What follows belongs to an exercise in optimizing a design on an open flow for small area and a short achievable clock period; a production flow would make more cautious choices.
The RTL was checked by simulation tests, not by an equivalence proof against the original design.
Power is estimated from default activity; no workload was simulated. No driver is modelled on the clock port, so clocking that relies on it looks cheaper here than on a real chip.

== build 65 ==
// bcd_adder100_reg
module bcd_adder100_reg (
    input          clk,
    input  [399:0] a,
    input  [399:0] b,
    input          cin,
    output reg [399:0] sum,
    output reg         cout
);
For scale: roughly 2400 cells after synthesis, ~39000 um2 of cells after synthesis.
Settings: LEC_CHECK=0, ABC_AREA=1, CAP_MARGIN=20, CORE_AREA=5 5 415 415, CTS_BUF_LIST=sky130_fd_sc_hd__clkbuf_8, DIE_AREA=0 0 420 420, SLEW_MARGIN=20; clock period 200.0 ns.
standard.sh (not shown) runs the stock make flow with config.mk's settings and CLKGATE_MAP_FILE= SYNTH_SCRIPT=/design/flow/synth_recipe.tcl, a recipe that flattens the netlist after the stock synthesis.
==> flow/flow/run.sh <==
#!/bin/bash
# Standard synthesis (for the register names), then the adder logic between
# the registers is replaced by the hand-mapped netlist from flow/gen.py, and
# the standard layout runs on it with smaller port buffers and a leaner
# clock tree.
set -euo pipefail
R=orfs/results/sky130hd/bcd_adder100_reg/base
bash standard.sh synth > synth.log 2>&1
cp $R/1_2_yosys.v std_1_2_yosys.v
python3 flow/gen.py $R/1_2_yosys.v > gen.log 2>&1
rm -f $R/1_synth.odb $R/1_synth.sdc
bash standard.sh \
  "BUFFER_PORTS_ARGS=-buffer_cell sky130_fd_sc_hd__buf_1" \
  "CTS_ARGS=-sink_clustering_enable -repair_clock_nets -buf_list {sky130_fd_sc_hd__clkbuf_4 sky130_fd_sc_hd__clkbuf_8} -dont_use_dummy_load -sink_clustering_size 16 -sink_clustering_max_diameter 80" \
  finish > finish.log 2>&1
Other scripts of this flow, unchanged in this note and not shown: flow/flow/gen.py
> inputs changed (build 65 -> build 97)
--- a/flow/flow/run.sh
+++ b/flow/flow/run.sh
@@ -13,3 +13,3 @@
   "BUFFER_PORTS_ARGS=-buffer_cell sky130_fd_sc_hd__buf_1" \
-  "CTS_ARGS=-sink_clustering_enable -repair_clock_nets -buf_list {sky130_fd_sc_hd__clkbuf_4 sky130_fd_sc_hd__clkbuf_8} -dont_use_dummy_load -sink_clustering_size 16 -sink_clustering_max_diameter 80" \
+  "CTS_ARGS=-sink_clustering_enable -repair_clock_nets -buf_list sky130_fd_sc_hd__clkbuf_8 -dont_use_dummy_load -sink_clustering_size 20 -sink_clustering_max_diameter 50" \
   finish > finish.log 2>&1
==> comparison <==
- Build 97: no failed stages, no open violations at the end
- Compared with build 65, build 97 shows a wire length the detailed router placed on met1 that is 210 um lower.
- Compared with build 65, in build 97 post-route DRC violation count ~0 delta; share of the clock period used by the worst path closely matched the old numbers.
- Between build 97 and build 65, it is build 97 whose sequential share of layout area is lower, by 0.30 points.
- For clock-pin slew on the worst setup and hold paths, build 97 and build 65 come out practically identical.
- As far as maximum clock frequency is concerned, build 65 and build 97 perform about the same.
- Total power: build 97 above build 65
Inputs modified between build 97 and build 24:
- swapping sky130_fd_sc_hd__clkbuf_8 for sky130_fd_sc_hd__clkbuf_16 in CTS_BUF_LIST
--- a/flow/flow/run.sh
+++ b/flow/flow/run.sh
@@ -13,3 +13,3 @@
   "BUFFER_PORTS_ARGS=-buffer_cell sky130_fd_sc_hd__buf_1" \
-  "CTS_ARGS=-sink_clustering_enable -repair_clock_nets -buf_list sky130_fd_sc_hd__clkbuf_8 -dont_use_dummy_load -sink_clustering_size 20 -sink_clustering_max_diameter 50" \
+  "CTS_ARGS=-sink_clustering_enable -repair_clock_nets -buf_list sky130_fd_sc_hd__clkbuf_16 -dont_use_dummy_load -sink_clustering_size 30 -sink_clustering_max_diameter 100" \
   finish > finish.log 2>&1
## What came out
In terms of core box area, build 97 and build 24 differ only marginally. Clock distribution area overhead in the final layout was higher in build 97 than in build 24. Build 24 ends up with a via-per-instance ratio that is 0.013 lower than in build 97. Combinational group share of total power is higher on build 24.
For build 39, these inputs were changed with respect to build 24:
- CTS_BUF_LIST: sky130_fd_sc_hd__clkbuf_16 -> sky130_fd_sc_hd__clkbuf_8
--- a/flow/flow/run.sh
+++ b/flow/flow/run.sh
@@ -13,3 +13,3 @@
   "BUFFER_PORTS_ARGS=-buffer_cell sky130_fd_sc_hd__buf_1" \
-  "CTS_ARGS=-sink_clustering_enable -repair_clock_nets -buf_list sky130_fd_sc_hd__clkbuf_16 -dont_use_dummy_load -sink_clustering_size 30 -sink_clustering_max_diameter 100" \
+  "CTS_ARGS=-sink_clustering_enable -repair_clock_nets -buf_list sky130_fd_sc_hd__clkbuf_16 -dont_use_dummy_load -sink_clustering_size 32 -sink_clustering_max_diameter 80" \
   finish > finish.log 2>&1
==> results.txt <==
- Build 39 completed every stage of the flow, and the final layout passed the timing, design-rule and antenna checks.
- Build 39 has less setup slack than build 24.
- The met3 track demand over resource in global routing reported for build 39 is greater than that of build 24 by 0.40 points.
- Note that the final antenna diode count recorded for build 39 amounts to 1.20 times the value seen in build 24.
- In terms of portion of the clock cycle consumed by the worst path in the final layout, build 39 and build 24 differ only marginally.
- Highest ir drop seen on vdd was lower in the run labelled build 24.
- Delta (build 39 minus build 24): proportion of layout cells with a drive suffix above 1 rose 0.56 points, power density of the placed cells saw an increase, clock network contribution to total cell area has increased, global-route usage over all layers held, flip-flop and latch share of the layout cell area decreased 0.56 points.

* * *

Setup of lane 1:
Another version of the RTL of bcd_adder100_reg (not shown whole).
Size: ~1200 I/O pins, ~39000 µm² of cells after synthesis.
==> flow/config.mk <==
export PLATFORM = sky130hd
export DESIGN_NAME = bcd_adder100_reg
export DESIGN_NICKNAME = bcd_adder100_reg
export VERILOG_FILES = /design/flow/design.v
export SDC_FILE = /design/flow/constraint.sdc
export NUM_CORES = 4
export LEC_CHECK = 0
export ABC_AREA = 1
export CAP_MARGIN = 20
export CORE_AREA = 5 5 415 415
export CTS_BUF_LIST = sky130_fd_sc_hd__clkbuf_8
export DIE_AREA = 0 0 420 420
export SLEW_MARGIN = 20
==> flow/constraint.sdc <==
create_clock -name core_clock -period 200.0 [get_ports {clk}]
set_input_delay 40.0000 -clock core_clock [delete_from_list [all_inputs] [get_ports {clk}]]
set_output_delay 40.0000 -clock core_clock [all_outputs]
set_load 0.01 [all_outputs]
==> flow/flow/run.sh <==
#!/bin/bash
# Standard synthesis (for the register names), then the adder logic between
# the registers is replaced by the hand-mapped netlist from flow/gen.py, and
# the standard layout runs on it with smaller port buffers and a leaner
# clock tree.
set -euo pipefail
R=orfs/results/sky130hd/bcd_adder100_reg/base
bash standard.sh synth > synth.log 2>&1
cp $R/1_2_yosys.v std_1_2_yosys.v
python3 flow/gen.py $R/1_2_yosys.v > gen.log 2>&1
rm -f $R/1_synth.odb $R/1_synth.sdc
bash standard.sh \
  "BUFFER_PORTS_ARGS=-buffer_cell sky130_fd_sc_hd__buf_1" \
  "CTS_ARGS=-sink_clustering_enable -repair_clock_nets -buf_list sky130_fd_sc_hd__clkbuf_8 -dont_use_dummy_load -sink_clustering_size 16 -sink_clustering_max_diameter 100" \
  finish > finish.log 2>&1
Other scripts of this flow, unchanged in this note and not shown: flow/flow/gen.py
## Diff of input files: lane 2 against lane 1
-- flow/flow/run.sh --
<<< lane 1, line 14
  "CTS_ARGS=-sink_clustering_enable -repair_clock_nets -buf_list sky130_fd_sc_hd__clkbuf_8 -dont_use_dummy_load -sink_clustering_size 16 -sink_clustering_max_diameter 100" \
>>> lane 2, line 14
  "CTS_ARGS=-sink_clustering_enable -repair_clock_nets -buf_list sky130_fd_sc_hd__clkbuf_16 -dont_use_dummy_load -sink_clustering_size 30 -sink_clustering_max_diameter 100" \
-- flow/config.mk --
<<< lane 1, line 11
export CTS_BUF_LIST = sky130_fd_sc_hd__clkbuf_8
>>> lane 2, line 11
export CTS_BUF_LIST = sky130_fd_sc_hd__clkbuf_16
<<< lane 1, line 13
>>> lane 2, line 13
export PLACE_DENSITY = 0.8
- Lane 2 vs. lane 1: final worst setup slack went up by 0.17 ns.
- On part of the cycle the worst path needs, lane 1 tracks lane 2 almost exactly.
- Via count, lane 2 vs lane 1: up slightly
- Lane 2 vs. lane 1: number of clock buffer instances in the layout decreased by 35 relative to the old numbers; relative area change from synthesis to final layout now larger; half-perimeter wire length after placement higher; register-to-register slack increased by 0.42 ns relative to the old numbers; number of search-and-repair iterations in the first detailed-routing pass higher.
- Total power of the final layout of lane 2 exceeds that of lane 1 by a few percent.
- Run comparison: lane 2 end of the critical path sum[167]; lane 1 end of the critical path sum[345]
- Going from lane 1 to lane 2, global-route usage over all layers +0.75 points; met1 wire length +1300 µm.
### lane 2 -> lane 3
-- flow/config.mk --
<<< lane 2, line 13
export PLACE_DENSITY = 0.8
>>> lane 3, line 13
Findings:
- Delta (lane 3 minus lane 2): setup slack climbed 0.030 ns, post-placement cell area did not really move, first-pass GRT wire length decreased by 9800 µm relative to the old numbers, part of the power in the clock network saw little to no change, share of the core filled with cells in the final layout flat.
- Looking at start point of the critical path, the sum[124] result is from lane 3; the sum[167] one comes from lane 2.
- Looking at combinational share of power, lane 3 sits 1.1 points lower than lane 2 does.
- In lane 3, met2 usage in global routing is lower than in lane 2.

* * *

== job 5294 ==
Another version of the RTL of bcd_adder100_reg (not shown whole).
Size in the first run: about 2400 cells after synthesis, roughly 1200 I/O pins, about 39000 µm² of cells after synthesis.
export LEC_CHECK = 0
export ABC_AREA = 1
export CAP_MARGIN = 20
export CORE_AREA = 5 5 407 407
export CTS_BUF_LIST = sky130_fd_sc_hd__clkbuf_16
export DIE_AREA = 0 0 412 412
export SLEW_MARGIN = 20
create_clock -name core_clock -period 200.0 [get_ports {clk}]
==> flow/flow/run.sh <==
#!/bin/bash
# Standard synthesis (for the register names), then the adder logic between
# the registers is replaced by the hand-mapped netlist from flow/gen.py, and
# the standard layout runs on it with smaller port buffers and a leaner
# clock tree.
set -euo pipefail
R=orfs/results/sky130hd/bcd_adder100_reg/base
bash standard.sh synth > synth.log 2>&1
cp $R/1_2_yosys.v std_1_2_yosys.v
python3 flow/gen.py $R/1_2_yosys.v > gen.log 2>&1
rm -f $R/1_synth.odb $R/1_synth.sdc
bash standard.sh \
  "BUFFER_PORTS_ARGS=-buffer_cell sky130_fd_sc_hd__buf_1" \
  "CTS_ARGS=-sink_clustering_enable -repair_clock_nets -buf_list sky130_fd_sc_hd__clkbuf_16 -dont_use_dummy_load -sink_clustering_size 30 -sink_clustering_max_diameter 100" \
  finish > finish.log 2>&1
Other scripts of this flow, unchanged in this note and not shown: flow/flow/gen.py
For job 7630, these inputs were changed with respect to job 5294:
--- a/flow/flow/run.sh
+++ b/flow/flow/run.sh
@@ -10,5 +10,8 @@
 python3 flow/gen.py $R/1_2_yosys.v > gen.log 2>&1
 rm -f $R/1_synth.odb $R/1_synth.sdc
+# each digit's pins together, in digit order around the die edge
+python3 flow/mkpins.py 412 $(pwd)/pins.tcl > pins.log 2>&1
 bash standard.sh \
+  "IO_CONSTRAINTS=$(pwd)/pins.tcl" \
   "BUFFER_PORTS_ARGS=-buffer_cell sky130_fd_sc_hd__buf_1" \
   "CTS_ARGS=-sink_clustering_enable -repair_clock_nets -buf_list sky130_fd_sc_hd__clkbuf_16 -dont_use_dummy_load -sink_clustering_size 30 -sink_clustering_max_diameter 100" \
==> flow/flow/mkpins.py (new file) <==
#!/usr/bin/env python3
"""Write place_pin commands that put each digit's pins together, in digit
order, around the die edge (bottom left->right, right bottom->top, top
right->left, left top->bottom).  Usage: mkpins.py DIE_SIZE OUT.tcl"""
import sys
D = float(sys.argv[1])
out = sys.argv[2]
M = 8.0            # keep clear of the corners
pins = ['cin']
for i in range(100):
    pins += ['a[%d]' % (4 * i + j) for j in range(4)]
    pins += ['b[%d]' % (4 * i + j) for j in range(4)]
    pins += ['sum[%d]' % (4 * i + j) for j in range(4)]
pins += ['cout']
# the clock in the middle of the bottom edge
pins.insert(len(pins) // 8, 'clk')
n = len(pins)
# pins per edge: the met3 (left/right) edges at two tracks (1.36 um) apart
nside = int((D - 2 * M) / 1.36) - 4
nbt = (n - 2 * nside + 1) // 2
counts = [nbt, nside, n - 2 * nside - nbt, nside]
lines = []
k = 0
for edge, cnt in enumerate(counts):
    L = D - 2 * M
    for j in range(cnt):
        t = (j + 0.5) * L / cnt
        p = pins[k]
        k += 1
        if edge == 0:
            x, y, layer = M + t, 0, 'met2'
        elif edge == 1:
            x, y, layer = D, M + t, 'met3'
        elif edge == 2:
            x, y, layer = D - M - t, D, 'met2'
        else:
            x, y, layer = 0, D - M - t, 'met3'
        if layer == 'met2':
            x = round((x - 0.23) / 0.46) * 0.46 + 0.23
        else:
            y = round((y - 0.34) / 0.68) * 0.68 + 0.34
        lines.append('place_pin -pin_name {%s} -layer %s -location {%.3f %.3f} -force_to_die_boundary' % (p, layer, x, y))
assert k == n
open(out, 'w').write('\n'.join(lines) + '\n')
--- outcome ---
Job 7630 | status: complete | timing, DRC, antenna: pass. Status: ratio of final minimum period to clock period parity (job 7630, job 5294). Row hold slack: job 7630 higher / job 5294 lower. Non-clock buffer count in the final layout essentially unchanged between job 5294 and job 7630. Global-route usage for job 7630 is lower than for job 5294. Largest fanout of any net on the critical path delta (job 5294 -> job 7630): insignificant. The critical path's largest stage delay of job 7630 falls short of that of job 5294 by 0.02 ns. Changes observed in job 7630 relative to job 5294: met1 layer usage reported by global route decreased by 6.1 points relative to the old numbers; final cell count without fillers roughly the same. Pre-CTS setup slack ends up higher on job 7630. Diff job 5294 -> job 7630 | total chip power | down by a few percent.
Edits applied to the flow inputs when going from job 7630 to job 125:
Settings: setting GPL_TIMING_DRIVEN to 0 for the first time.
--- a/flow/flow/run.sh
+++ b/flow/flow/run.sh
@@ -10,8 +10,5 @@
 python3 flow/gen.py $R/1_2_yosys.v > gen.log 2>&1
 rm -f $R/1_synth.odb $R/1_synth.sdc
-# each digit's pins together, in digit order around the die edge
-python3 flow/mkpins.py 412 $(pwd)/pins.tcl > pins.log 2>&1
 bash standard.sh \
-  "IO_CONSTRAINTS=$(pwd)/pins.tcl" \
   "BUFFER_PORTS_ARGS=-buffer_cell sky130_fd_sc_hd__buf_1" \
   "CTS_ARGS=-sink_clustering_enable -repair_clock_nets -buf_list sky130_fd_sc_hd__clkbuf_16 -dont_use_dummy_load -sink_clustering_size 30 -sink_clustering_max_diameter 100" \
removed: flow/flow/mkpins.py
Launch point of the critical path: sum[14] -> job 7630, sum[259] -> job 125. On job 125: combinational group share of total power is 2.4 points higher than what job 7630 gave. Part of the power in the clock network for job 125: 0.2 points up relative to job 7630. Job 125 vs job 7630 — count of clock-buffer cells in the layout climbed by a little under 10%. Between job 125 and job 7630, it is job 125 whose switching power as a share of total power is higher, by 3.5 points.
Setup changes, job 125 to job 8053
Settings: removing GPL_TIMING_DRIVEN (formerly 0); changing DIE_AREA from 0 0 412 412 to 0 0 420 420; changing CORE_AREA from 5 5 407 407 to 5 5 415 415.
--- outcome ---
Both conditions hold for job 8053: the flow ran to the end and the final layout passed the timing, design-rule and antenna checks.
Looking at via count across job 8053 and job 125, the one that comes out higher is job 8053.
The clock latency at the later pin of the worst-skew pair of job 8053 and that of job 125 are within noise of each other.
Setup slack: job 8053 > job 125
Between job 8053 and job 125, the power consumption is lower for job 125.
The cell type of the slowest stage on the worst timing path comes out sky130_fd_sc_hd__buf_1 in one run and sky130_fd_sc_hd__dfxtp_1 in the other, namely in job 125 and job 8053 respectively.
Compared job 125 against job 8053; final instance area within noise.
There was hardly any difference in clock-pin slew of the registers on the worst-case setup and hold paths between job 8053 and job 125.

[re-timing with driven ports]
The results above use ideal ports. As a check the final layouts listed here were re-extracted and re-timed, cells and wires unchanged. Step 1, drivers: a clkbuf_16 drives clk and a buf_2 each remaining input, both assumed. Step 2 moves the port delays by t, midway between the first and last clock arrival at a register: inputs arrive t later, outputs are due t later. That takes back most of the time a late clock gives input paths. Slacks: ideal ports / drivers / drivers and shift; pairs: ideal ports / drivers.
run	t (ns)	setup WS [ns]	worst hold slack (ns)	clock arrival spread, ns
build 65	0.873	158.558 / 158.489 / 159.362	0.548 / 0.548 / 0.548	0.113 / 0.113
build 97	0.891	158.541 / 158.471 / 159.362	0.555 / 0.555 / 0.555	0.112 / 0.112
build 24	0.711	158.715 / 158.637 / 159.348	0.525 / 0.525 / 0.525	0.104 / 0.105
build 39	0.721	158.710 / 158.637 / 159.358	0.546 / 0.546 / 0.546	0.118 / 0.118
lane 1	0.854	158.494 / 158.424 / 159.278	0.520 / 0.520 / 0.520	0.116 / 0.117
lane 2	0.727	158.666 / 158.592 / 159.318	0.534 / 0.534 / 0.534	0.102 / 0.101
lane 3	0.717	158.696 / 158.626 / 159.343	0.526 / 0.526 / 0.526	0.087 / 0.087
job 5294	0.691	158.734 / 158.660 / 159.350	0.514 / 0.514 / 0.514	0.105 / 0.105
job 7630	0.673	158.786 / 158.732 / 159.405	0.528 / 0.528 / 0.528	0.034 / 0.033
job 125	0.702	158.384 / 158.311 / 159.012	0.530 / 0.530 / 0.530	0.112 / 0.113
job 8053	0.703	158.729 / 158.657 / 159.360	0.552 / 0.552 / 0.552	0.101 / 0.101
After both steps every run listed still meets setup and hold.
